What follows belongs to an exercise in optimizing a design on an open flow for small area; a production flow would make more cautious choices. In this exercise RTL edits were held to simulation tests only and were not proved equivalent to the original.

==> flow/design.v (outline; a module is shown in full before it is edited, if it fits) <==
// module algorithm_core: 1704 lines
// module algorithm_top: 21 lines
module algorithm_top (
  input  logic        clk,
  input  logic        rst_n,
  input  logic        s_valid,
  output logic        s_ready,
  input  logic [11:0] s_data,
  output logic        m_valid,
  input  logic        m_ready,
  output logic [15:0] m_data
);
  // ...
==> flow/flow/run.sh <==
#!/bin/bash
# Own layout flow: the standard synthesis, then a netlist clean-up (flow/netopt.py:
# history-register input muxes as a22o cells, fewer inverters around full adders),
# then the standard layout steps with a leaner clock tree.
set -euo pipefail
HERE=$(pwd)
R=$HERE/orfs/results/sky130hd/algorithm_top/base
CTS="CTS_ARGS=-sink_clustering_enable -repair_clock_nets -dont_use_dummy_load -sink_clustering_size 16 -sink_clustering_max_diameter 60 -buf_list sky130_fd_sc_hd__clkbuf_8 -root_buf sky130_fd_sc_hd__clkbuf_16"
bash standard.sh synth > synth_std.log 2>&1
cp $R/1_2_yosys.v $HERE/1_2_yosys.std.v
python3 flow/netopt.py $HERE/1_2_yosys.std.v $R/1_2_yosys.v > netopt.log 2>&1
rm -f $R/1_synth.odb $R/1_synth.sdc
bash standard.sh synth > synth_odb.log 2>&1
bash standard.sh "$CTS" "BUFFER_PORTS_ARGS=-buffer_cell sky130_fd_sc_hd__buf_1" finish > layout.log 2>&1
==> flow/standard.sh <==
#!/bin/bash
# synth_recipe.tcl (not shown) runs the flow's synth.tcl, then flattens the netlist and writes it again
# the make line also repeats each setting of config.mk as NAME=value (left out here)
make -C /OpenROAD-flow-scripts/flow DESIGN_CONFIG=/design/flow/config.mk WORK_HOME=/design/flow/orfs CLKGATE_MAP_FILE= SYNTH_SCRIPT=/design/flow/synth_recipe.tcl "${@:-finish}"
==> flow/config.mk <==
export PLATFORM = sky130hd
export DESIGN_NAME = algorithm_top
export DESIGN_NICKNAME = algorithm_top
export VERILOG_FILES = /design/flow/design.v
export SDC_FILE = /design/flow/constraint.sdc
export NUM_CORES = 4
export LEC_CHECK = 0
export CAP_MARGIN = 20
export CORE_MARGIN = 2
export CORE_UTILIZATION = 60
export GPL_TIMING_DRIVEN = 0
export SLEW_MARGIN = 20
==> flow/constraint.sdc <==
create_clock -name core_clock -period 6.0 [get_ports {clk}]
set_input_delay 1.2000 -clock core_clock [delete_from_list [all_inputs] [get_ports {clk}]]
set_output_delay 1.2000 -clock core_clock [all_outputs]
set_load 0.01 [all_outputs]
Not shown: flow/flow/netopt.py
==> impl_metrics.ini, run 1 <==
[setup_path]
r2r-start = u_core.h4[8]
critical_path_depth = 11
endpoint_kind = register
path_max_fanout = 8

[layout]
bufAreaShareNonClock_pct = 1.37
fillers = 2700
fin_area_sq_um = 23100
area_delta_synth_final_pct = 5.73
clock_area_share_pct = 1.52

[clock_tree]
clk_pin_slew_ns = 0.10
cts_made_buffers = 23
postCtsSetupRepairBufs = 0
clk_latency_ns = 0.54

[grt]
grt_antenna_before_repair = 0
use_met2_pct = 63.8
grt_pass1_vias = 14495

[timing]
clock.fmax_mhz = 169
setup_violations = 0
tns_ns = 0
max-slew-margin-rel_pct = 32.9
rsz0062_at_grt = false
finalHoldViolCount = 0
period_share_pct = 98.4

[die]
rows = 69
nWellTaps = 461

[placement]
io_buffer_count = 31

[status]
outcome = complete, no violations

[drt]
highest_layer = met4
drt_iter0_markers = 1244
==> inputs of run 2 (changes only) <==
--- a/flow/design.v
+++ b/flow/design.v
@@ -85,19 +85,18 @@
     h11 <= ({12{ld}} & h10) | ({12{hld}} & h11);
     h12 <= ({12{ld}} & h11) | ({12{hld}} & h12);
     h13 <= ({12{ld}} & h12) | ({12{hld}} & h13);
     h14 <= ({12{ld}} & h13) | ({12{hld}} & h14);
     h15 <= ({12{ld}} & h14) | ({12{hld}} & h15);
   end
   logic c430_q;
   logic s527_q;
-  logic c528_q;
   logic s633_q;
-  logic s747_q;
+  logic c634_q;
   logic s749_q;
   logic c750_q;
   logic s863_q;
   logic c864_q;
   logic s969_q;
   logic c970_q;
   logic s1065_q;
   logic c1066_q;
@@ -105,34 +104,31 @@
   logic c1152_q;
   logic s1229_q;
   logic c1230_q;
   logic s1297_q;
   logic c1298_q;
   logic s1353_q;
   logic c1354_q;
   logic s1399_q;
-  logic c1400_q;
   logic s1435_q;
   logic c1436_q;
   logic s1463_q;
   logic c1464_q;
   logic s1483_q;
   logic c1484_q;
   logic s1491_q;
-  logic c1492_q;
   logic s1495_q;
   logic c1494_q;
   logic c1496_q;
   always_ff @(posedge clk) begin
     c430_q <= c430;
     s527_q <= s527;
-    c528_q <= c528;
     s633_q <= s633;
-    s747_q <= s747;
+    c634_q <= c634;
     s749_q <= s749;
     c750_q <= c750;
     s863_q <= s863;
     c864_q <= c864;
     s969_q <= s969;
     c970_q <= c970;
     s1065_q <= s1065;
     c1066_q <= c1066;
@@ -140,25 +136,23 @@
     c1152_q <= c1152;
     s1229_q <= s1229;
     c1230_q <= c1230;
     s1297_q <= s1297;
     c1298_q <= c1298;
     s1353_q <= s1353;
     c1354_q <= c1354;
     s1399_q <= s1399;
-    c1400_q <= c1400;
     s1435_q <= s1435;
     c1436_q <= c1436;
     s1463_q <= s1463;
     c1464_q <= c1464;
     s1483_q <= s1483;
     c1484_q <= c1484;
     s1491_q <= s1491;
-    c1492_q <= c1492;
     s1495_q <= s1495;
     c1494_q <= c1494;
     c1496_q <= c1496;
   end
   wire s1 = 1'b0 ^ h10[0] ^ h11[0];
   wire c2 = (1'b0 & h10[0]) | (1'b0 & h11[0]) | (h10[0] & h11[0]);
   wire s3 = h2[0] ^ h4[0] ^ h7[0];
   wire c4 = (h2[0] & h4[0]) | (h2[0] & h7[0]) | (h4[0] & h7[0]);
@@ -535,60 +529,60 @@
   wire s375 = c264 ^ c268 ^ c272;
   wire c376 = (c264 & c268) | (c264 & c272) | (c268 & c272);
   wire s377 = c266 ^ c270 ^ c274;
   wire c378 = (c266 & c270) | (c266 & c274) | (c270 & c274);
   wire s379 = c276 ^ c280 ^ c288;
   wire c380 = (c276 & c280) | (c276 & c288) | (c280 & c288);
   wire s381 = c278 ^ c282 ^ c284;
   wire c382 = (c278 & c282) | (c278 & c284) | (c282 & c284);
-  wire s383 = c286 ^ c290 ^ s341;
-  wire c384 = (c286 & c290) | (c286 & s341) | (c290 & s341);
-  wire s385 = c292 ^ s343 ^ s347;
-  wire c386 = (c292 & s343) | (c292 & s347) | (s343 & s347);
-  wire s387 = s345 ^ s349 ^ s353;
-  wire c388 = (s345 & s349) | (s345 & s353) | (s349 & s353);
-  wire s389 = s351 ^ s355 ^ s357;
-  wire c390 = (s351 & s355) | (s351 & s357) | (s355 & s357);
-  wire s391 = s359 ^ s361 ^ s363;
-  wire c392 = (s359 & s361) | (s359 & s363) | (s361 & s363);
-  wire s393 = s365 ^ s369 ^ s371;
-  wire c394 = (s365 & s369) | (s365 & s371) | (s369 & s371);
-  wire s395 = s367 ^ s373 ^ c296;
-  wire c396 = (s367 & s373) | (s367 & c296) | (s373 & c296);
-  wire s397 = c294 ^ c300 ^ c302;
-  wire c398 = (c294 & c300) | (c294 & c302) | (c300 & c302);
-  wire s399 = c298 ^ c304 ^ c308;
-  wire c400 = (c298 & c304) | (c298 & c308) | (c304 & c308);
-  wire s401 = c306 ^ c310 ^ s375;
-  wire c402 = (c306 & c310) | (c306 & s375) | (c310 & s375);
-  wire s403 = s377 ^ s379 ^ s385;
-  wire c404 = (s377 & s379) | (s377 & s385) | (s379 & s385);
-  wire s405 = s381 ^ s383 ^ s387;
-  wire c406 = (s381 & s383) | (s381 & s387) | (s383 & s387);
-  wire s407 = s389 ^ c312 ^ c316;
-  wire c408 = (s389 & c312) | (s389 & c316) | (c312 & c316);
-  wire s409 = s391 ^ s393 ^ c314;
-  wire c410 = (s391 & s393) | (s391 & c314) | (s393 & c314);
-  wire s411 = c318 ^ c322 ^ s397;
-  wire c412 = (c318 & c322) | (c318 & s397) | (c322 & s397);
-  wire s413 = s395 ^ c320 ^ s399;
-  wire c414 = (s395 & c320) | (s395 & s399) | (c320 & s399);
-  wire s415 = s401 ^ s405 ^ c324;
-  wire c416 = (s401 & s405) | (s401 & c324) | (s405 & c324);
-  wire s417 = s403 ^ c326 ^ s407;
-  wire c418 = (s403 & c326) | (s403 & s407) | (c326 & s407);
-  wire s419 = s409 ^ c328 ^ s411;
-  wire c420 = (s409 & c328) | (s409 & s411) | (c328 & s411);
-  wire s421 = s413 ^ c330 ^ s417;
-  wire c422 = (s413 & c330) | (s413 & s417) | (c330 & s417);
-  wire s423 = c332 ^ s415 ^ s419;
-  wire c424 = (c332 & s415) | (c332 & s419) | (s415 & s419);
-  wire s425 = c334 ^ ~c336 ^ s421;
-  wire c426 = (c334 & ~c336) | (c334 & s421) | (~c336 & s421);
+  wire s383 = c286 ^ c290 ^ ~c292;
+  wire c384 = (c286 & c290) | (c286 & ~c292) | (c290 & ~c292);
+  wire s385 = s341 ^ s345 ^ s349;
+  wire c386 = (s341 & s345) | (s341 & s349) | (s345 & s349);
+  wire s387 = s343 ^ s347 ^ s351;
+  wire c388 = (s343 & s347) | (s343 & s351) | (s347 & s351);
+  wire s389 = s353 ^ s359 ^ s361;
+  wire c390 = (s353 & s359) | (s353 & s361) | (s359 & s361);
+  wire s391 = s355 ^ s357 ^ s367;
+  wire c392 = (s355 & s357) | (s355 & s367) | (s357 & s367);
+  wire s393 = s363 ^ s365 ^ s369;
+  wire c394 = (s363 & s365) | (s363 & s369) | (s365 & s369);
+  wire s395 = s371 ^ c294 ^ c300;
+  wire c396 = (s371 & c294) | (s371 & c300) | (c294 & c300);
+  wire s397 = s373 ^ c296 ^ c298;
+  wire c398 = (s373 & c296) | (s373 & c298) | (c296 & c298);
+  wire s399 = c302 ^ c306 ^ c310;
+  wire c400 = (c302 & c306) | (c302 & c310) | (c306 & c310);
+  wire s401 = c304 ^ c308 ^ s377;
+  wire c402 = (c304 & c308) | (c304 & s377) | (c308 & s377);
+  wire s403 = s375 ^ s381 ^ s383;
+  wire c404 = (s375 & s381) | (s375 & s383) | (s381 & s383);
+  wire s405 = s379 ^ s387 ^ s391;
+  wire c406 = (s379 & s387) | (s379 & s391) | (s387 & s391);
+  wire s407 = s385 ^ s389 ^ s393;
+  wire c408 = (s385 & s389) | (s385 & s393) | (s389 & s393);
+  wire s409 = c312 ^ c316 ^ s397;
+  wire c410 = (c312 & c316) | (c312 & s397) | (c316 & s397);
+  wire s411 = c314 ^ c318 ^ s395;
+  wire c412 = (c314 & c318) | (c314 & s395) | (c318 & s395);
+  wire s413 = c322 ^ s399 ^ s403;
+  wire c414 = (c322 & s399) | (c322 & s403) | (s399 & s403);
+  wire s415 = c320 ^ s401 ^ s405;
+  wire c416 = (c320 & s401) | (c320 & s405) | (s401 & s405);
+  wire s417 = s407 ^ c324 ^ s411;
+  wire c418 = (s407 & c324) | (s407 & s411) | (c324 & s411);
+  wire s419 = c326 ^ s409 ^ ~c328;
+  wire c420 = (c326 & s409) | (c326 & ~c328) | (s409 & ~c328);
+  wire s421 = ~s413 ^ s415 ^ c330;
+  wire c422 = (~s413 & s415) | (~s413 & c330) | (s415 & c330);
+  wire s423 = c332 ^ s417 ^ ~s419;
+  wire c424 = (c332 & s417) | (c332 & ~s419) | (s417 & ~s419);
+  wire s425 = s421 ^ c334 ^ ~c336;
+  wire c426 = (s421 & c334) | (s421 & ~c336) | (c334 & ~c336);
   wire s427 = s423 ^ c338 ^ ~s425;
   wire c428 = (s423 & c338) | (s423 & ~s425) | (c338 & ~s425);
   wire s429 = s427 ^ c340;
   wire c430 = ~(s427 | c340);
   wire s431 = 1'b0 ^ h0[7] ^ h0[2];
   wire c432 = (1'b0 & h0[7]) | (1'b0 & h0[2]) | (h0[7] & h0[2]);
   wire s433 = h0[5] ^ h1[4] ^ h2[9];
   wire c434 = (h0[5] & h1[4]) | (h0[5] & h2[9]) | (h1[4] & h2[9]);
@@ -645,48 +639,48 @@
   wire s485 = s447 ^ s451 ^ s453;
   wire c486 = (s447 & s451) | (s447 & s453) | (s451 & s453);
   wire s487 = s455 ^ s457 ^ s461;
   wire c488 = (s455 & s457) | (s455 & s461) | (s457 & s461);
   wire s489 = s459 ^ s463 ^ s465;
   wire c490 = (s459 & s463) | (s459 & s465) | (s463 & s465);
   wire s491 = c376 ^ c382 ^ c384;
   wire c492 = (c376 & c382) | (c376 & c384) | (c382 & c384);
-  wire s493 = c378 ^ c380 ^ c386;
-  wire c494 = (c378 & c380) | (c378 & c386) | (c380 & c386);
-  wire s495 = c388 ^ c392 ^ c394;
-  wire c496 = (c388 & c392) | (c388 & c394) | (c392 & c394);
-  wire s497 = c390 ^ s469 ^ s473;
-  wire c498 = (c390 & s469) | (c390 & s473) | (s469 & s473);
+  wire s493 = c378 ^ c380 ^ c388;
+  wire c494 = (c378 & c380) | (c378 & c388) | (c380 & c388);
+  wire s495 = c386 ^ c390 ^ c394;
+  wire c496 = (c386 & c390) | (c386 & c394) | (c390 & c394);
+  wire s497 = c392 ^ s469 ^ s473;
+  wire c498 = (c392 & s469) | (c392 & s473) | (s469 & s473);
   wire s499 = s467 ^ s471 ^ s475;
   wire c500 = (s467 & s471) | (s467 & s475) | (s471 & s475);
   wire s501 = s477 ^ s481 ^ s485;
   wire c502 = (s477 & s481) | (s477 & s485) | (s481 & s485);
   wire s503 = s479 ^ s483 ^ s489;
   wire c504 = (s479 & s483) | (s479 & s489) | (s483 & s489);
-  wire s505 = s487 ^ c398 ^ c402;
-  wire c506 = (s487 & c398) | (s487 & c402) | (c398 & c402);
-  wire s507 = c396 ^ c400 ^ c404;
-  wire c508 = (c396 & c400) | (c396 & c404) | (c400 & c404);
-  wire s509 = c406 ^ s491 ^ s495;
-  wire c510 = (c406 & s491) | (c406 & s495) | (s491 & s495);
+  wire s505 = s487 ^ c396 ^ c400;
+  wire c506 = (s487 & c396) | (s487 & c400) | (c396 & c400);
+  wire s507 = c398 ^ c402 ^ c406;
+  wire c508 = (c398 & c402) | (c398 & c406) | (c402 & c406);
+  wire s509 = c404 ^ s491 ^ c408;
+  wire c510 = (c404 & s491) | (c404 & c408) | (s491 & c408);
   wire s511 = s493 ^ s497 ^ s503;
   wire c512 = (s493 & s497) | (s493 & s503) | (s497 & s503);
-  wire s513 = s499 ^ s501 ^ c410;
-  wire c514 = (s499 & s501) | (s499 & c410) | (s501 & c410);
-  wire s515 = c408 ^ c414 ^ s507;
-  wire c516 = (c408 & c414) | (c408 & s507) | (c414 & s507);
-  wire s517 = c412 ^ s505 ^ s509;
-  wire c518 = (c412 & s505) | (c412 & s509) | (s505 & s509);
-  wire s519 = c416 ^ s513 ^ c420;
-  wire c520 = (c416 & s513) | (c416 & c420) | (s513 & c420);
-  wire s521 = s511 ^ c418 ^ s515;
-  wire c522 = (s511 & c418) | (s511 & s515) | (c418 & s515);
-  wire s523 = s517 ^ c424 ^ s519;
-  wire c524 = (s517 & c424) | (s517 & s519) | (c424 & s519);
+  wire s513 = s495 ^ s499 ^ s501;
+  wire c514 = (s495 & s499) | (s495 & s501) | (s499 & s501);
+  wire s515 = c412 ^ c414 ^ s505;
+  wire c516 = (c412 & c414) | (c412 & s505) | (c414 & s505);
+  wire s517 = c410 ^ c416 ^ s507;
+  wire c518 = (c410 & c416) | (c410 & s507) | (c416 & s507);
+  wire s519 = s509 ^ s513 ^ c418;
+  wire c520 = (s509 & s513) | (s509 & c418) | (s513 & c418);
+  wire s521 = s511 ^ c420 ^ s517;
+  wire c522 = (s511 & c420) | (s511 & s517) | (c420 & s517);
+  wire s523 = s515 ^ s519 ^ c424;
+  wire c524 = (s515 & s519) | (s515 & c424) | (s519 & c424);
   wire s525 = c422 ^ s521 ^ c426;
   wire c526 = (c422 & s521) | (c422 & c426) | (s521 & c426);
   wire s527 = s523 ^ c428 ^ ~s525;
   wire c528 = (s523 & c428) | (s523 & ~s525) | (c428 & ~s525);
   wire s529 = h0[8] ^ h0[3] ^ h1[9];
   wire c530 = (h0[8] & h0[3]) | (h0[8] & h1[9]) | (h0[3] & h1[9]);
   wire s531 = h0[6] ^ h1[5] ^ h2[10];
   wire c532 = (h0[6] & h1[5]) | (h0[6] & h2[10]) | (h1[5] & h2[10]);
@@ -769,34 +763,34 @@
   wire s609 = c494 ^ c498 ^ s591;
   wire c610 = (c494 & c498) | (c494 & s591) | (c498 & s591);
   wire s611 = c496 ^ c500 ^ s593;
   wire c612 = (c496 & c500) | (c496 & s593) | (c500 & s593);
   wire s613 = c502 ^ s597 ^ s599;
   wire c614 = (c502 & s597) | (c502 & s599) | (s597 & s599);
   wire s615 = c504 ^ s595 ^ s601;
   wire c616 = (c504 & s595) | (c504 & s601) | (s595 & s601);
-  wire s617 = s603 ^ c506 ^ c510;
-  wire c618 = (s603 & c506) | (s603 & c510) | (c506 & c510);
+  wire s617 = s603 ^ c506 ^ s607;
+  wire c618 = (s603 & c506) | (s603 & s607) | (c506 & s607);
   wire s619 = s605 ^ c508 ^ s609;
   wire c620 = (s605 & c508) | (s605 & s609) | (c508 & s609);
-  wire s621 = s607 ^ s611 ^ s613;
-  wire c622 = (s607 & s611) | (s607 & s613) | (s611 & s613);
-  wire s623 = c512 ^ s615 ^ c516;
-  wire c624 = (c512 & s615) | (c512 & c516) | (s615 & c516);
-  wire s625 = c514 ^ c518 ^ s617;
-  wire c626 = (c514 & c518) | (c514 & s617) | (c518 & s617);
-  wire s627 = s619 ^ c522 ^ s623;
-  wire c628 = (s619 & c522) | (s619 & s623) | (c522 & s623);
-  wire s629 = s621 ^ c520 ^ s625;
-  wire c630 = (s621 & c520) | (s621 & s625) | (c520 & s625);
-  wire s631 = c524 ^ ~s627 ^ s629;
-  wire c632 = (c524 & ~s627) | (c524 & s629) | (~s627 & s629);
-  wire s633 = c526 ^ s631;
-  wire c634 = c526 & ~s631;
+  wire s621 = c510 ^ s611 ^ c514;
+  wire c622 = (c510 & s611) | (c510 & c514) | (s611 & c514);
+  wire s623 = s613 ^ c516 ^ s617;
+  wire c624 = (s613 & c516) | (s613 & s617) | (c516 & s617);
+  wire s625 = c512 ^ s615 ^ c518;
+  wire c626 = (c512 & s615) | (c512 & c518) | (s615 & c518);
+  wire s627 = s621 ^ c520 ^ s623;
+  wire c628 = (s621 & c520) | (s621 & s623) | (c520 & s623);
+  wire s629 = s619 ^ c522 ^ s625;
+  wire c630 = (s619 & c522) | (s619 & s625) | (c522 & s625);
+  wire s631 = c524 ^ s627 ^ ~s629;
+  wire c632 = (c524 & s627) | (c524 & ~s629) | (s627 & ~s629);
+  wire s633 = ~c526 ^ s631 ^ c528;
+  wire c634 = (~c526 & s631) | (~c526 & c528) | (s631 & c528);
   wire s635 = h0[9] ^ h0[4] ^ h1[10];
   wire c636 = (h0[9] & h0[4]) | (h0[9] & h1[10]) | (h0[4] & h1[10]);
   wire s637 = h0[7] ^ h1[6] ^ h2[7];
   wire c638 = (h0[7] & h1[6]) | (h0[7] & h2[7]) | (h1[6] & h2[7]);
   wire s639 = h1[3] ^ h2[11] ^ h2[9];
   wire c640 = (h1[3] & h2[11]) | (h1[3] & h2[9]) | (h2[11] & h2[9]);
   wire s641 = h2[5] ^ h3[3] ^ h4[7];
   wire c642 = (h2[5] & h3[3]) | (h2[5] & h4[7]) | (h3[3] & h4[7]);
@@ -895,24 +889,24 @@
   wire s735 = c616 ^ s721 ^ s725;
   wire c736 = (c616 & s721) | (c616 & s725) | (s721 & s725);
   wire s737 = s723 ^ s727 ^ s729;
   wire c738 = (s723 & s727) | (s723 & s729) | (s727 & s729);
   wire s739 = c618 ^ c622 ^ s733;
   wire c740 = (c618 & c622) | (c618 & s733) | (c622 & s733);
   wire s741 = c620 ^ s731 ^ s735;
   wire c742 = (c620 & s731) | (c620 & s735) | (s731 & s735);
-  wire s743 = s737 ^ c626 ^ s739;
-  wire c744 = (s737 & c626) | (s737 & s739) | (c626 & s739);
-  wire s745 = c624 ^ s741 ^ c628;
-  wire c746 = (c624 & s741) | (c624 & c628) | (s741 & c628);
-  wire s747 = c630 ^ s743 ^ c632;
-  wire c748 = (c630 & s743) | (c630 & c632) | (s743 & c632);
-  wire s749 = s745 ^ c634;
-  wire c750 = s745 & c634;
+  wire s743 = s737 ^ c624 ^ s739;
+  wire c744 = (s737 & c624) | (s737 & s739) | (c624 & s739);
+  wire s745 = c626 ^ s741 ^ c630;
+  wire c746 = (c626 & s741) | (c626 & c630) | (s741 & c630);
+  wire s747 = c628 ^ s743 ^ c632;
+  wire c748 = (c628 & s743) | (c628 & c632) | (s743 & c632);
+  wire s749 = s745 ^ s747;
+  wire c750 = s745 & ~s747;
   wire s751 = h0[10] ^ h0[5] ^ h1[4];
   wire c752 = (h0[10] & h0[5]) | (h0[10] & h1[4]) | (h0[5] & h1[4]);
   wire s753 = h0[8] ^ h1[11] ^ h1[7];
   wire c754 = (h0[8] & h1[11]) | (h0[8] & h1[7]) | (h1[11] & h1[7]);
   wire s755 = h2[10] ^ h2[4] ^ h3[9];
   wire c756 = (h2[10] & h2[4]) | (h2[10] & h3[9]) | (h2[4] & h3[9]);
   wire s757 = h2[8] ^ h2[6] ^ h3[4];
   wire c758 = (h2[8] & h2[6]) | (h2[8] & h3[4]) | (h2[6] & h3[4]);
@@ -1567,60 +1561,60 @@
   wire s1407 = h12[9] ^ h13[11] ^ h13[9];
   wire c1408 = (h12[9] & h13[11]) | (h12[9] & h13[9]) | (h13[11] & h13[9]);
   wire s1409 = h9[10] ^ c1356 ^ c1360;
   wire c1410 = (h9[10] & c1356) | (h9[10] & c1360) | (c1356 & c1360);
   wire s1411 = h14[10] ^ c1358 ^ c1366;
   wire c1412 = (h14[10] & c1358) | (h14[10] & c1366) | (c1358 & c1366);
   wire s1413 = c1362 ^ c1364 ^ s1403;
   wire c1414 = (c1362 & c1364) | (c1362 & s1403) | (c1364 & s1403);
-  wire s1415 = s1401 ^ ~s1405 ^ s1407;
-  wire c1416 = (s1401 & ~s1405) | (s1401 & s1407) | (~s1405 & s1407);
-  wire s1417 = c1368 ^ c1372 ^ c1376;
-  wire c1418 = (c1368 & c1372) | (c1368 & c1376) | (c1372 & c1376);
-  wire s1419 = c1370 ^ c1374 ^ s1411;
-  wire c1420 = (c1370 & c1374) | (c1370 & s1411) | (c1374 & s1411);
-  wire s1421 = s1409 ^ s1413 ^ ~s1415;
-  wire c1422 = (s1409 & s1413) | (s1409 & ~s1415) | (s1413 & ~s1415);
-  wire s1423 = c1378 ^ c1382 ^ s1417;
-  wire c1424 = (c1378 & c1382) | (c1378 & s1417) | (c1382 & s1417);
-  wire s1425 = c1380 ^ s1419 ^ c1384;
-  wire c1426 = (c1380 & s1419) | (c1380 & c1384) | (s1419 & c1384);
-  wire s1427 = s1421 ^ c1386 ^ s1423;
-  wire c1428 = (s1421 & c1386) | (s1421 & s1423) | (c1386 & s1423);
+  wire s1415 = s1401 ^ s1407 ^ c1370;
+  wire c1416 = (s1401 & s1407) | (s1401 & c1370) | (s1407 & c1370);
+  wire s1417 = s1405 ^ c1368 ^ c1372;
+  wire c1418 = (s1405 & c1368) | (s1405 & c1372) | (c1368 & c1372);
+  wire s1419 = c1376 ^ s1409 ^ s1413;
+  wire c1420 = (c1376 & s1409) | (c1376 & s1413) | (s1409 & s1413);
+  wire s1421 = c1374 ^ s1411 ^ c1380;
+  wire c1422 = (c1374 & s1411) | (c1374 & c1380) | (s1411 & c1380);
+  wire s1423 = c1378 ^ s1417 ^ c1382;
+  wire c1424 = (c1378 & s1417) | (c1378 & c1382) | (s1417 & c1382);
+  wire s1425 = s1415 ^ c1384 ^ s1421;
+  wire c1426 = (s1415 & c1384) | (s1415 & s1421) | (c1384 & s1421);
+  wire s1427 = s1419 ^ c1386 ^ s1423;
+  wire c1428 = (s1419 & c1386) | (s1419 & s1423) | (c1386 & s1423);
   wire s1429 = c1388 ^ s1425 ^ c1392;
   wire c1430 = (c1388 & s1425) | (c1388 & c1392) | (s1425 & c1392);
   wire s1431 = c1390 ^ s1427 ^ c1394;
   wire c1432 = (c1390 & s1427) | (c1390 & c1394) | (s1427 & c1394);
   wire s1433 = c1396 ^ s1429 ^ ~c1398;
   wire c1434 = (c1396 & s1429) | (c1396 & ~c1398) | (s1429 & ~c1398);
-  wire s1435 = s1431 ^ s1433;
-  wire c1436 = s1431 & ~s1433;
+  wire s1435 = ~s1431 ^ s1433 ^ c1400;
+  wire c1436 = (~s1431 & s1433) | (~s1431 & c1400) | (s1433 & c1400);
   wire s1437 = 1'b0 ^ h4[11] ^ h9[11];
   wire c1438 = (1'b0 & h4[11]) | (1'b0 & h9[11]) | (h4[11] & h9[11]);
   wire s1439 = h5[10] ^ h6[10] ^ h7[10];
   wire c1440 = (h5[10] & h6[10]) | (h5[10] & h7[10]) | (h6[10] & h7[10]);
   wire s1441 = h8[10] ^ h11[11] ^ h14[11];
   wire c1442 = (h8[10] & h11[11]) | (h8[10] & h14[11]) | (h11[11] & h14[11]);
   wire s1443 = h12[10] ^ h13[10] ^ c1402;
   wire c1444 = (h12[10] & h13[10]) | (h12[10] & c1402) | (h13[10] & c1402);
   wire s1445 = c1404 ^ c1406 ^ s1439;
   wire c1446 = (c1404 & c1406) | (c1404 & s1439) | (c1406 & s1439);
   wire s1447 = c1408 ^ s1437 ^ c1412;
   wire c1448 = (c1408 & s1437) | (c1408 & c1412) | (s1437 & c1412);
   wire s1449 = s1441 ^ c1410 ^ c1414;
   wire c1450 = (s1441 & c1410) | (s1441 & c1414) | (c1410 & c1414);
-  wire s1451 = c1416 ^ s1443 ^ c1420;
-  wire c1452 = (c1416 & s1443) | (c1416 & c1420) | (s1443 & c1420);
-  wire s1453 = s1445 ^ c1418 ^ c1422;
-  wire c1454 = (s1445 & c1418) | (s1445 & c1422) | (c1418 & c1422);
+  wire s1451 = s1443 ^ c1416 ^ s1447;
+  wire c1452 = (s1443 & c1416) | (s1443 & s1447) | (c1416 & s1447);
+  wire s1453 = s1445 ^ c1418 ^ c1420;
+  wire c1454 = (s1445 & c1418) | (s1445 & c1420) | (c1418 & c1420);
   wire s1455 = s1449 ^ c1424 ^ s1453;
   wire c1456 = (s1449 & c1424) | (s1449 & s1453) | (c1424 & s1453);
-  wire s1457 = s1447 ^ s1451 ^ c1426;
-  wire c1458 = (s1447 & s1451) | (s1447 & c1426) | (s1451 & c1426);
+  wire s1457 = c1422 ^ s1451 ^ c1426;
+  wire c1458 = (c1422 & s1451) | (c1422 & c1426) | (s1451 & c1426);
   wire s1459 = c1428 ^ s1455 ^ ~s1457;
   wire c1460 = (c1428 & s1455) | (c1428 & ~s1457) | (s1455 & ~s1457);
   wire s1461 = ~c1430 ^ s1459 ^ c1432;
   wire c1462 = (~c1430 & s1459) | (~c1430 & c1432) | (s1459 & c1432);
   wire s1463 = c1434 ^ s1461;
   wire c1464 = s1461 & ~c1434;
   wire s1465 = 1'b0 ^ h5[11] ^ h6[11];
   wire c1466 = (1'b0 & h5[11]) | (1'b0 & h6[11]) | (h5[11] & h6[11]);
@@ -1647,24 +1641,24 @@
   wire s1487 = ~c1472 ^ c1474 ^ s1485;
   wire c1488 = (~c1472 & c1474) | (~c1472 & s1485) | (c1474 & s1485);
   wire s1489 = s1487 ^ c1476 ^ ~c1478;
   wire c1490 = (s1487 & c1476) | (s1487 & ~c1478) | (c1476 & ~c1478);
   wire s1491 = c1480 ^ ~s1489 ^ c1482;
   wire c1492 = (c1480 & ~s1489) | (c1480 & c1482) | (~s1489 & c1482);
   wire s1493 = 1'b0 ^ c1486 ^ c1488;
   wire c1494 = (1'b0 & c1486) | (1'b0 & c1488) | (c1486 & c1488);
-  wire s1495 = s1493 ^ c1490;
-  wire c1496 = ~(s1493 | c1490);
+  wire s1495 = s1493 ^ c1490 ^ ~c1492;
+  wire c1496 = (s1493 & c1490) | (s1493 & ~c1492) | (c1490 & ~c1492);
   wire s1497 = c430_q ^ s527_q;
   wire c1498 = c430_q & ~s527_q;
-  wire s1499 = c528_q ^ s633_q ^ ~c1498;
-  wire c1500 = (c528_q & s633_q) | (c528_q & ~c1498) | (s633_q & ~c1498);
-  wire s1501 = s747_q ^ ~s749_q ^ c1500;
-  wire c1502 = (s747_q & ~s749_q) | (s747_q & c1500) | (~s749_q & c1500);
+  wire s1499 = s633_q ^ c1498;
+  wire c1500 = c1498 & ~s633_q;
+  wire s1501 = c634_q ^ s749_q ^ ~c1500;
+  wire c1502 = (c634_q & s749_q) | (c634_q & ~c1500) | (s749_q & ~c1500);
   wire s1503 = ~c750_q ^ s863_q ^ c1502;
   wire c1504 = (~c750_q & s863_q) | (~c750_q & c1502) | (s863_q & c1502);
   wire s1505 = c864_q ^ s969_q ^ c1504;
   wire c1506 = (c864_q & s969_q) | (c864_q & c1504) | (s969_q & c1504);
   wire s1507 = c970_q ^ ~s1065_q ^ c1506;
   wire c1508 = (c970_q & ~s1065_q) | (c970_q & c1506) | (~s1065_q & c1506);
   wire s1509 = c1066_q ^ s1151_q;
   wire c1510 = c1066_q & ~s1151_q;
@@ -1687,59 +1681,57 @@
   wire s1527 = c1354_q ^ s1399_q ^ c1526;
   wire c1528 = (c1354_q & s1399_q) | (c1354_q & c1526) | (s1399_q & c1526);
   wire m1529 = ~c1508 ? ~s1519 : ~s1509;
   wire m1530 = ~c1508 ? ~s1521 : ~s1511;
   wire m1531 = ~c1508 ? ~s1523 : ~s1513;
   wire m1532 = ~c1508 ? ~s1525 : ~s1515;
   wire m1533 = ~c1508 ? ~s1527 : ~s1517;
   wire m1534 = ~c1508 ? ~c1528 : ~c1518;
-  wire s1535 = c1400_q ^ s1435_q;
-  wire c1536 = ~(c1400_q | s1435_q);
-  wire s1537 = c1436_q ^ ~s1463_q ^ c1536;
-  wire c1538 = (c1436_q & ~s1463_q) | (c1436_q & c1536) | (~s1463_q & c1536);
-  wire s1539 = c1464_q ^ s1483_q ^ c1538;
-  wire c1540 = (c1464_q & s1483_q) | (c1464_q & c1538) | (s1483_q & c1538);
-  wire s1541 = c1484_q ^ s1491_q ^ c1540;
-  wire c1542 = (c1484_q & s1491_q) | (c1484_q & c1540) | (s1491_q & c1540);
-  wire s1543 = c1492_q ^ s1495_q ^ c1542;
-  wire c1544 = (c1492_q & s1495_q) | (c1492_q & c1542) | (s1495_q & c1542);
-  wire s1545 = ~c1494_q ^ c1496_q ^ c1544;
-  wire s1546 = c1400_q ^ s1435_q ^ 1'b0;
-  wire c1547 = (c1400_q & s1435_q) | (c1400_q & 1'b0) | (s1435_q & 1'b0);
-  wire s1548 = ~c1436_q ^ s1463_q ^ c1547;
-  wire c1549 = (~c1436_q & s1463_q) | (~c1436_q & c1547) | (s1463_q & c1547);
-  wire s1550 = c1464_q ^ s1483_q ^ ~c1549;
-  wire c1551 = (c1464_q & s1483_q) | (c1464_q & ~c1549) | (s1483_q & ~c1549);
-  wire s1552 = c1484_q ^ s1491_q ^ c1551;
-  wire c1553 = (c1484_q & s1491_q) | (c1484_q & c1551) | (s1491_q & c1551);
-  wire s1554 = c1492_q ^ s1495_q ^ c1553;
-  wire c1555 = (c1492_q & s1495_q) | (c1492_q & c1553) | (s1495_q & c1553);
-  wire s1556 = ~c1494_q ^ c1496_q ^ c1555;
-  wire m1557 = m1534 ? ~s1546 : s1535;
-  wire m1558 = m1534 ? ~s1548 : s1537;
-  wire m1559 = m1534 ? s1550 : s1539;
-  wire m1560 = m1534 ? s1552 : s1541;
-  wire m1561 = m1534 ? s1554 : s1543;
-  wire m1562 = m1534 ? s1556 : s1545;
+  wire s1535 = c1436_q ^ s1463_q;
+  wire c1536 = ~(c1436_q | s1463_q);
+  wire s1537 = c1464_q ^ s1483_q ^ c1536;
+  wire c1538 = (c1464_q & s1483_q) | (c1464_q & c1536) | (s1483_q & c1536);
+  wire s1539 = c1484_q ^ s1491_q ^ c1538;
+  wire c1540 = (c1484_q & s1491_q) | (c1484_q & c1538) | (s1491_q & c1538);
+  wire s1541 = s1495_q ^ c1540;
+  wire c1542 = c1540 & ~s1495_q;
+  wire s1543 = c1494_q ^ c1496_q ^ ~c1542;
+  wire s1544 = s1435_q ^ 1'b0;
+  wire c1545 = ~(s1435_q | 1'b0);
+  wire s1546 = c1436_q ^ s1463_q ^ ~c1545;
+  wire c1547 = (c1436_q & s1463_q) | (c1436_q & ~c1545) | (s1463_q & ~c1545);
+  wire s1548 = c1464_q ^ s1483_q ^ ~c1547;
+  wire c1549 = (c1464_q & s1483_q) | (c1464_q & ~c1547) | (s1483_q & ~c1547);
+  wire s1550 = c1484_q ^ s1491_q ^ c1549;
+  wire c1551 = (c1484_q & s1491_q) | (c1484_q & c1549) | (s1491_q & c1549);
+  wire s1552 = s1495_q ^ c1551;
+  wire c1553 = c1551 & ~s1495_q;
+  wire s1554 = c1494_q ^ c1496_q ^ ~c1553;
+  wire m1555 = m1534 ? s1544 : ~s1435_q;
+  wire m1556 = m1534 ? ~s1546 : s1535;
+  wire m1557 = m1534 ? s1548 : s1537;
+  wire m1558 = m1534 ? s1550 : s1539;
+  wire m1559 = m1534 ? ~s1552 : ~s1541;
+  wire m1560 = m1534 ? ~s1554 : ~s1543;
   assign m_data[0] = ~s1501;
   assign m_data[1] = ~s1503;
   assign m_data[2] = ~s1505;
   assign m_data[3] = ~s1507;
   assign m_data[4] = m1529;
   assign m_data[5] = m1530;
   assign m_data[6] = m1531;
   assign m_data[7] = m1532;
   assign m_data[8] = m1533;
-  assign m_data[9] = m1557;
-  assign m_data[10] = m1558;
-  assign m_data[11] = m1559;
-  assign m_data[12] = m1560;
-  assign m_data[13] = m1561;
-  assign m_data[14] = m1562;
+  assign m_data[9] = m1555;
+  assign m_data[10] = m1556;
+  assign m_data[11] = m1557;
+  assign m_data[12] = m1558;
+  assign m_data[13] = m1559;
+  assign m_data[14] = m1560;
   assign m_data[15] = m_data[14];
   assign m_valid = v1_q;
 endmodule
 module algorithm_top (
   input  logic        clk,
   input  logic        rst_n,
   input  logic        s_valid,
   output logic        s_ready,
--- a/flow/flow/netopt.py
+++ b/flow/flow/netopt.py
@@ -36,17 +36,17 @@
             ma = re.match(r'assign\s+(\\\S+\s|[^=\s]+)\s*=\s*(\\\S+\s|[^;\s]+)\s*;$', s)
             if ma:
                 assigns.append([ma.group(1).strip(), ma.group(2).strip()])
             else:
                 others.append(s)
     return header, decls, cells, others, assigns
 
 HMUX = True
-HM_GROUP = 2
+HM_GROUP = 1
 FLOP = re.compile(r'sky130_fd_sc_hd__(dfxtp|dfrtp|dfstp|edfxtp|dfxbp|dfrbp|dfsbp|sdf\w*|df\w*)_\d+$')
 
 def hmux(cells):
     """Rebuild the input logic of history registers h1..h15 as a22o(ld, prev, hld, self)."""
     byname = {n: ci for ci, (t, n, p) in enumerate(cells)}
     hq = {}
     for ci, (t, n, p) in enumerate(cells):
         m = re.match(r'\\u_core\.h(\d+)\[(\d+)\]\$_DFF_P_$', n)
==> run 2 against run 1 <==
  * Still clean
  * Design area decreased by 0.87%
  * First-iteration DRC count shrank 8.7%
  * Clock skew fell by 0.016 ns
==> impl_metrics.ini, run 2 <==
[status]
outcome = complete, no violations

[clock_tree]
cts_max_level = 1
cts_hold_buf = 0
root_buffer = clkbuf_16
clock_path_buffers = 3
clkSinkCount = 226
clk_latency_ns = 0.53
cts-resized-gates = 0
postCtsSetupRepairBufs = 0
cts_made_buffers = 23
clk_pin_slew_ns = 0.09
cts_tree = built

[grt]
grt_usage_pct = 41.9
grt_pass1_wl_mm = 106
grt_antenna_before_repair = 1
grt_max_degree = 18
grt_overflow_total = 0
grt_pass1_vias = 14481

[timing]
tns_ns = 0
period_share_pct = 98.3
setup_violations = 0
worst_pin_slew_ns = 1.07
fin_hold_ws_ns = 0.447
finalHoldViolCount = 0
clock.fmax_mhz = 169
fin_crit_ns = 5.90
finalWorstSetupSlack_ns = 0.0990
final_max_slew_viol_count = 0
max-slew-margin-rel_pct = 28.7
finClkSkew_ns = 0.0673
rsz0062_at_grt = false

[die]
dieArea_sq_um = 37900
rows = 69
die_h_um = 195
die_x_um = 195
core_sq_um = 35700
io_pins = 34
initial_core_util_pct = 61.2

[placement]
dp_cells = 1806
io_buffer_count = 31
dp_hpwl_mm = 60.2
pre_cts_ws_ns = 0.105
placed_area_sq_um = 22500
routabilityCongestion = 1.03

[drt]
vias_per_cell = 6.77
drt_iter0_markers = 1136
drtPass1Iterations = 5
wl_mm = 73.3
wl_per_cell_um = 40.0
vias = 12398
ant_nets = 0
drc = 0

[layout]
fillers = 2657
utilization_pct = 64.2
fin_area_sq_um = 22900
area_delta_synth_final_pct = 4.97
drive_above_1_share_pct = 2.78
nets = 2142
final_common_cell = fa_1
final_cells = 1830
final_cell_mix = fa_1, dfxtp_1, a22o_1, inv_1, buf_1

[setup_path]
endpoint_kind = register
arrival_ns = 6.26
cp-start-kind = register
path_max_fanout = 8
critical_path_class = reg -> reg
worst-r2r-cell-count = 12
crit_required_ns = 6.36

[synth]
syn_nets = 2085
synthCells = 1313
syn_avg_cell_area_sq_um = 16.6
syn-cell-area_sq_um = 21800
synth_warnings = 1

[min_path]
hp-class = in -> async

[job]
maxCapViolations = 0
-- run 2: worst max-delay path, stage by stage, from the launching register on --
cell and delay, ns:
dfxtp_1 0.93, inv_1 0.13, fa_1 0.42, fa_1 0.41
fa_1 0.46, fa_1 0.49, fa_1 0.42, fa_1 0.54
fa_1 0.48, fa_1 0.48, fa_1 0.50, inv_1 0.05
fa_1 0.42
-- run 2: layer usage --
layer,GRT usage [%],part of all wire [%],wire (um),vias to the layer above
met5,0,0,0,-
met4,26.2,8.3,6080,0
met3,9.94,10,7530,307
met2,65.5,47,34500,836
met1,53.8,34,25100,6872
li1,-,-,-,4383
-- run 2: area by class of cell --
class / count / area, sq um / share of cell area [%]
tap: 461 / 577 / 2.52
sequential: 226 / 4550 / 19.9
multi-input combinational: 989 / 16900 / 73.8
inverter: 79 / 297 / 1.30
clock buffer: 23 / 350 / 1.53
buffer: 19 / 71.3 / 0.312
timing repair buffer: 32 / 144 / 0.629
antenna: 1 / 2.50 / 0.0109
-- run 2: path summary, 6_finish.rpt --
kind / start / endpoint / slack [ns]
worst max-delay path: u_core.h13[3] / u_core.s1151_q / 0.1
worst min-delay path: rst_n / u_core.v0_q / 0.45
worst max register to register: u_core.h13[3] / u_core.s1151_q / 0.1
worst min register to register: u_core.h15[0] / u_core.h15[0] / 0.57
max in group asynchronous: rst_n / u_core.clr_q / 5.33
min in group core_clock: u_core.h15[0] / u_core.h15[0] / 0.57
==> inputs of run 3 (changes only) <==
--- a/flow/config.mk
+++ b/flow/config.mk
@@ -11,2 +11,3 @@
 export GPL_TIMING_DRIVEN = 0
+export SETUP_SLACK_MARGIN = 0.1
 export SLEW_MARGIN = 20
==> run 3 against run 2 <==
  * Still clean on timing, DRC and antenna
  * Wire length about the same
  * Via count is 0.31% higher
  * Worst setup slack gained 0.033 ns
  * Critical endpoint unchanged
  * Largest cell class unchanged
==> impl_metrics.ini, run 3 <==
[setup_path]
arrival_ns = 6.23
cp-start-kind = register
crit_required_ns = 6.36
critPathBufInv = 1
slowest_stage = dfxtp_1
critical_path_class = reg -> reg
endpoint_kind = register
path_max_fanout = 8
path_common_cell = fa_1
r2r_slack_ns = 0.13
worst-r2r-cell-count = 11
r2r-start = u_core.h4[0]
slowest_delay_ns = 0.89
cp-startpoint = u_core.h4[0]
path_cells = fa_1 > fa_1 > fa_1 > fa_1 > fa_1 > fa_1 > fa_1 > fa_1 > fa_1 > inv_1 > fa_1
path_delay_family = adder cells
rr_endpoint = u_core.s1151_q

[layout]
fin_area_sq_um = 22900
final_cell_mix = fa_1, dfxtp_1, a22o_1, inv_1, buf_1
area_delta_synth_final_pct = 5.04
final_common_cell = fa_1
nets = 2142
final_cells = 1830
drive_above_1_share_pct = 3.73
utilization_pct = 64.2

[drt]
wl_per_cell_um = 40.0
wl_mm = 73.2
ant_nets = 0
vias_per_cell = 6.80
drt_iter0_markers = 1216
drc = 0
vias = 12436
drtPass1Iterations = 5

[clock_tree]
cts_hold_buf = 0
cts_tree = built
cts_made_buffers = 23
clock_path_buffers = 3
clkSinkCount = 226
postCtsSetupRepairBufs = 0
clk_latency_ns = 0.54
cts_max_level = 1
root_buffer = clkbuf_16
clk_pin_slew_ns = 0.10

[placement]
pre_cts_ws_ns = 0.105
dp_hpwl_mm = 60.2
routabilityCongestion = 1.03
dp_cells = 1806
io_buffer_count = 31
placed_area_sq_um = 22500

[die]
die_h_um = 195
dieArea_sq_um = 37900
io_pins = 34
core_sq_um = 35700
die_x_um = 195
initial_core_util_pct = 61.2
rows = 69

[synth]
synth_warnings = 1
syn_nets = 2085
syn-cell-area_sq_um = 21800
synthCells = 1313
syn_avg_cell_area_sq_um = 16.6

[timing]
tns_ns = 0
finalWorstSetupSlack_ns = 0.132
finClkSkew_ns = 0.0670
max-slew-margin-rel_pct = 29.6
clock.fmax_mhz = 170
period_share_pct = 97.8
final_max_slew_viol_count = 0
finalHoldViolCount = 0
fin_hold_ws_ns = 0.442
setup_violations = 0
worst_pin_slew_ns = 1.05
rsz0062_at_grt = true
fin_crit_ns = 5.87

[grt]
grt_pass1_vias = 14481
grt_pass1_wl_mm = 106
grt_antenna_before_repair = 1
grt_max_degree = 18
grt_usage_pct = 41.9
grt_overflow_total = 0

[status]
outcome = complete, no violations

[min_path]
hp-class = in -> async

[job]
maxCapViolations = 0
==> run 3: cell type report <==
| cell class | instances | area, sq um |
|---|---|---|
| Antenna cell | 1 | 2.50 |
| Buffer | 19 | 71.3 |
| Clock buffer | 23 | 350 |
| Fill cell | 2658 | 12800 |
| Inverter | 79 | 297 |
| Multi-Input combinational cell | 989 | 16900 |
| Sequential cell | 226 | 4560 |
| Tap cell | 461 | 577 |
| Timing Repair Buffer | 32 | 144 |
==> run 3: how the worst max path moves through the flow <==
| stage | to | cells past startpoint | slack [ns] |
|---|---|---|---|
| global route | u_core.s1151_q | 11 | 0.08 |
| floorplan | u_core.s1297_q | 10 | 0.85 |
| finish | u_core.s1151_q | 11 | 0.13 |
| detailed placement | u_core.s863_q | 10 | 0.10 |
| CTS | u_core.s1297_q | 10 | 0.11 |
| global placement | u_core.s863_q | 10 | 0.09 |
==> run 3: metal layers <==
layer	wire [um]	up-vias	track usage, %
li1	-	4388	-
met1	25000	6892	53.8
met2	34400	860	65.5
met3	7720	296	9.94
met4	6090	0	26.2
met5	0	-	0
==> run 3: what timing repair did <==
| action | 4_1_cts | 5_1_grt |
|---|---|---|
| setup endpoints to repair | 1 | 13 |
| endpoints found under the hold margin | 0 | 0 |
| gates resized for setup | 1 | 18 |
==> inputs of run 4 (changes only) <==
--- a/flow/config.mk
+++ b/flow/config.mk
@@ -11,3 +11,3 @@
 export GPL_TIMING_DRIVEN = 0
-export SETUP_SLACK_MARGIN = 0.1
+export SETUP_SLACK_MARGIN = 0.2
 export SLEW_MARGIN = 20
==> run 4 against run 3 <==
  * Design area about the same
  * Maximum frequency increased by 1.9%
  * Non-clock buffer count unchanged
  * Count of clock-buffer cells in the layout unchanged
  * Register-to-register slack improved by 0.11 ns
  * First-iteration DRC count increased by 8.6%
  * Hold slack improved by 0.013 ns
==> impl_metrics.ini, run 4 <==
[grt]
grtUsageMet3_pct = 9.28
grt_antenna_before_repair = 0
grt_pass1_vias = 14656
grt_pass1_wl_mm = 108
grt.met1_usage_pct = 54.8
use_met2_pct = 65.1
grt_max_degree = 33
grt_usage_pct = 42.5
grt-busiest-layer = met2
grt_overflow_total = 0

[timing]
worst_pin_slew_ns = 1.05
finClkSkew_ns = 0.0623
period_share_pct = 96.0
fin_hold_ws_ns = 0.455
fin_crit_ns = 5.76
max-slew-margin-rel_pct = 29.9
clock.fmax_mhz = 174
tns_ns = 0
rsz0062_at_grt = true
finalHoldViolCount = 0
final_max_slew_viol_count = 0
setup_violations = 0

[clock_tree]
cts_tree = built
cts_max_level = 1
clock_path_buffers = 3
root_buffer = clkbuf_16
cts_made_buffers = 23
clkSinkCount = 226
clk_pin_slew_ns = 0.09
clk_latency_ns = 0.53
postCtsSetupRepairBufs = 0

[placement]
routabilityCongestion = 1.07
dp_hpwl_mm = 60.4
io_buffer_count = 31
dp_cells = 1806

[layout]
final_common_cell = fa_1
nets = 2142
utilization_pct = 64.3
final_cell_mix = fa_1, a22o_1, dfxtp_1, inv_1, buf_1
drive_above_1_share_pct = 5.77
area_delta_synth_final_pct = 5.14
fillers = 2692
diodes = 0
final_cells = 1829

[die]
rows = 69
initial_core_util_pct = 61.2
io_pins = 34
core_sq_um = 35700
die_x_um = 195
die_h_um = 195
dieArea_sq_um = 37900

[setup_path]
cp-start-kind = register
critical_path_class = reg -> reg
crit_required_ns = 6.39
r2r_slack_ns = 0.24
arrival_ns = 6.15
worst-r2r-cell-count = 11
endpoint_kind = register
path_max_fanout = 7

[synth]
syn_nets = 2085
syn_avg_cell_area_sq_um = 16.6
synth_warnings = 1
synthCells = 1313
syn-cell-area_sq_um = 21800

[drt]
vias_per_cell = 6.81
wl_mm = 74.0
drtPass1Iterations = 5
ant_nets = 0
wl_per_cell_um = 40.4
drt_iter0_markers = 1321
drc = 0
vias = 12462

[status]
outcome = complete, no violations

[min_path]
hp-class = in -> async

[job]
maxCapViolations = 0
==> run 4: through the flow <==
stage	setup WS (ns)	cell area (sq um)
after floorplan	0.849	21800
after global placement	0.0766	22500
after detailed placement	0.0637	22500
after CTS	0.173	22900
after global routing	0.151	22900
final	0.240	22900
==> run 4: path summary, 6_finish.rpt <==
path,from,end
worst max register to register,u_core.h9[5],u_core.s1065_q
worst min-delay path,rst_n,u_core.v1_q
worst min register to register,u_core.h15[10],u_core.h15[10]
max in group asynchronous,rst_n,u_core.clr_q
worst max-delay path,u_core.h9[5],u_core.s1065_q
min in group core_clock,u_core.h15[10],u_core.h15[10]
==> run 4: layout make-up <==
| cell class | count | area (sq um) | area share, % |
|---|---|---|---|
| inverter | 79 | 297 | 1.29 |
| sequential | 226 | 4600 | 20.1 |
| clock buffer | 23 | 350 | 1.53 |
| tap | 461 | 577 | 2.52 |
| multi-input combinational | 989 | 16900 | 73.7 |
| timing repair buffer | 32 | 131 | 0.573 |
| buffer | 19 | 71.3 | 0.311 |
==> run 4: worst max-delay path, cell delays in order (launching register included) <==
cell and delay [ns]:
dfxtp_1 0.89, fa_1 0.57, fa_1 0.41, fa_1 0.44, fa_1 0.49, fa_1 0.44
fa_1 0.39, fa_1 0.47, fa_1 0.40, fa_1 0.54, inv_1 0.07, fa_1 0.48
==> run 4: timing repair <==
item | CTS | global route
endpoints found under the hold margin | 0 | 0
resized for setup | 11 | 35
setup endpoints to repair | 12 | 13
hold buffers | 0 | 0
==> run 4: layer usage <==
metal / up-vias / wire (um) / part of all wire, %
li1: 4404 / - / -
met1: 6913 / 25900 / 35
met2: 797 / 34000 / 46
met3: 348 / 7050 / 9.5
met4: 0 / 7040 / 9.5
met5: - / 0 / 0
==> inputs of run 5 (changes only) <==
--- a/flow/flow/run.sh
+++ b/flow/flow/run.sh
@@ -7,3 +7,3 @@
 R=$HERE/orfs/results/sky130hd/algorithm_top/base
-CTS="CTS_ARGS=-sink_clustering_enable -repair_clock_nets -dont_use_dummy_load -sink_clustering_size 16 -sink_clustering_max_diameter 60 -buf_list sky130_fd_sc_hd__clkbuf_8 -root_buf sky130_fd_sc_hd__clkbuf_16"
+CTS="CTS_ARGS=-sink_clustering_enable -repair_clock_nets -dont_use_dummy_load -sink_clustering_size 8 -sink_clustering_max_diameter 40 -buf_list sky130_fd_sc_hd__clkbuf_4 -root_buf sky130_fd_sc_hd__clkbuf_16"
 bash standard.sh synth > synth_std.log 2>&1
==> run 5 against run 4 <==
  * Still clean
  * Core utilization up 0.13 points
  * Critical path depth unchanged
  * Maximum frequency up 0.49%
  * Non-clock buffer count unchanged
  * Final cell count up 0.98%
  * Worst setup slack better by 0.028 ns
  * Die area unchanged
  * Sequential cell count unchanged
  * Via count up 0.18%
  * Largest cell class unchanged
==> impl_metrics.ini, run 5 <==
[placement]
routabilityCongestion = 1.07
dp_hpwl_mm = 60.4
io_buffer_count = 31
placed_area_sq_um = 22500

[timing]
finClkSkew_ns = 0.0760
rsz0062_at_grt = true
period_share_pct = 95.5
finalHoldViolCount = 0
tns_ns = 0
final_max_slew_viol_count = 0
setup_violations = 0
clock.fmax_mhz = 174
worst_pin_slew_ns = 1.03
max-slew-margin-rel_pct = 31.2
fin_crit_ns = 5.73

[drt]
drt_iter0_markers = 1237
ant_nets = 0
wl_per_cell_um = 40.1
drc = 0
vias_per_cell = 6.76
vias = 12485
wl_mm = 74.1
drtPass1Iterations = 5

[die]
die_h_um = 195
dieArea_sq_um = 37900
initial_core_util_pct = 61.2
rows = 69
die_x_um = 195
io_pins = 34
core_sq_um = 35700

[grt]
grt_overflow_total = 0
grt_pass1_wl_mm = 108
grt_pass1_vias = 14701
grt_max_degree = 33
grt_usage_pct = 42.7
grt_antenna_before_repair = 0

[setup_path]
arrival_ns = 6.12
endpoint_kind = register
critical_path_class = reg -> reg
path_max_fanout = 5
cp-start-kind = register
crit_required_ns = 6.39

[layout]
fillers = 2714
final_cell_mix = fa_1, a22o_1, dfxtp_1, inv_1, buf_1
diodes = 0
final_common_cell = fa_1
area_delta_synth_final_pct = 5.35
fin_area_sq_um = 23000
drive_above_1_share_pct = 7.14
nets = 2160

[synth]
syn_avg_cell_area_sq_um = 16.6
syn-cell-area_sq_um = 21800
synthCells = 1313
synth_warnings = 1
syn_nets = 2085

[clock_tree]
postCtsSetupRepairBufs = 0
clkSinkCount = 226
clk_latency_ns = 0.53
cts_hold_buf = 0
clk_pin_slew_ns = 0.09
cts_tree = built
clock_path_buffers = 3
root_buffer = clkbuf_16
cts_max_level = 2
cts_made_buffers = 41

[min_path]
hp-class = in -> async

[job]
maxCapViolations = 0

[status]
outcome = complete, no violations
-- run 5: timing repair --
| item | CTS | global route |
|---|---|---|
| endpoints found under the hold margin | 0 | 0 |
| gates resized for setup | 11 | 37 |
| setup endpoints to repair | 12 | 13 |
| pin swaps | 0 | 0 |
-- run 5: layout make-up --
class                           count  area (sq um)  share of cell area, %
Inverter                           79           297                   1.29
Timing Repair Buffer               32           131                  0.572
Clock buffer                       41           395                   1.72
Buffer                             19          71.3                  0.310
Sequential cell                   226          4600                   20.0
Multi-Input combinational cell    989         16900                   73.6
Tap cell                          461           577                   2.51
-- run 5: worst paths after layout --
| path | cells past startpoint | start | slack [ns] | to |
|---|---|---|---|---|
| max | 11 | u_core.h10[8] | 0.27 | u_core.s1065_q |
| min | 1 | rst_n | 0.46 | u_core.v1_q |
| max reg2reg | 11 | u_core.h10[8] | 0.27 | u_core.s1065_q |
| min reg2reg | 1 | u_core.h15[0] | 0.57 | u_core.h15[0] |
| max in group asynchronous | 1 | rst_n | 5.31 | u_core.clr_q |
| min in group core_clock | 1 | u_core.h15[0] | 0.57 | u_core.h15[0] |
-- run 5: critical path, stage by stage, from the launching register on --
cell and delay [ns]:
dfxtp_1 0.81, fa_1 0.57, fa_1 0.48, fa_1 0.41, fa_1 0.49, fa_1 0.44
fa_1 0.39, fa_1 0.47, fa_1 0.40, fa_1 0.55, inv_1 0.08, fa_1 0.49
-- run 5: stage by stage --
step / instances / hold slack, ns / setup slack, ns / utilization [%]
after global routing: 1847 / 0.464 / 0.184 / 64.4
after detailed placement: 1806 / 0.555 / 0.0637 / 63.1
after CTS: 1847 / 0.448 / 0.101 / 64.3
after global placement: 1805 / 0.554 / 0.0766 / 63.1
after floorplan: 1313 / 0.504 / 0.849 / -
final: 1847 / 0.462 / 0.268 / 64.4
-- run 5: per-layer routing --
| layer | global-route usage, % | part of all wire [%] | vias up |
|---|---|---|---|
| met5 | 0 | 0 | - |
| met4 | 30.5 | 9.1 | 0 |
| met3 | 10.3 | 9.8 | 329 |
| met2 | 65.3 | 46 | 795 |
| met1 | 54.5 | 35 | 6910 |
| li1 | - | - | 4451 |

## static timing again, ports no longer ideal
The flow's constraints put no driver on any port. The routed layouts listed below were extracted and timed again, unchanged, in two steps.
Step 1: set_driving_cell puts a clkbuf_16 on clk and a buf_2 on each other input, an assumption about the parent block.
Step 2 times the ports against the registers' clock, not the clock port: input delays grow and output delays shrink by t, the midpoint of the rising clock arrivals with the driver on.
Slacks: no drivers / after step 1 / after step 2; pairs: no drivers / after step 1.
run	t (ns)	setup WS [ns]	worst setup path after step 2	latest minus earliest clock arrival (ns)	worst data-port slew with drivers (ns)
run 1	0.556	0.097 / 0.097 / 0.097	register to register	0.087 / 0.087	0.03
run 2	0.557	0.099 / 0.099 / 0.099	register to register	0.068 / 0.068	0.03
run 3	0.559	0.132 / 0.132 / 0.132	register to register	0.068 / 0.068	0.03
run 4	0.552	0.240 / 0.240 / 0.240	register to register	0.062 / 0.062	0.04
run 5	0.551	0.268 / 0.268 / 0.268	register to register	0.076 / 0.076	0.03
After both steps every run listed still meets setup and hold.
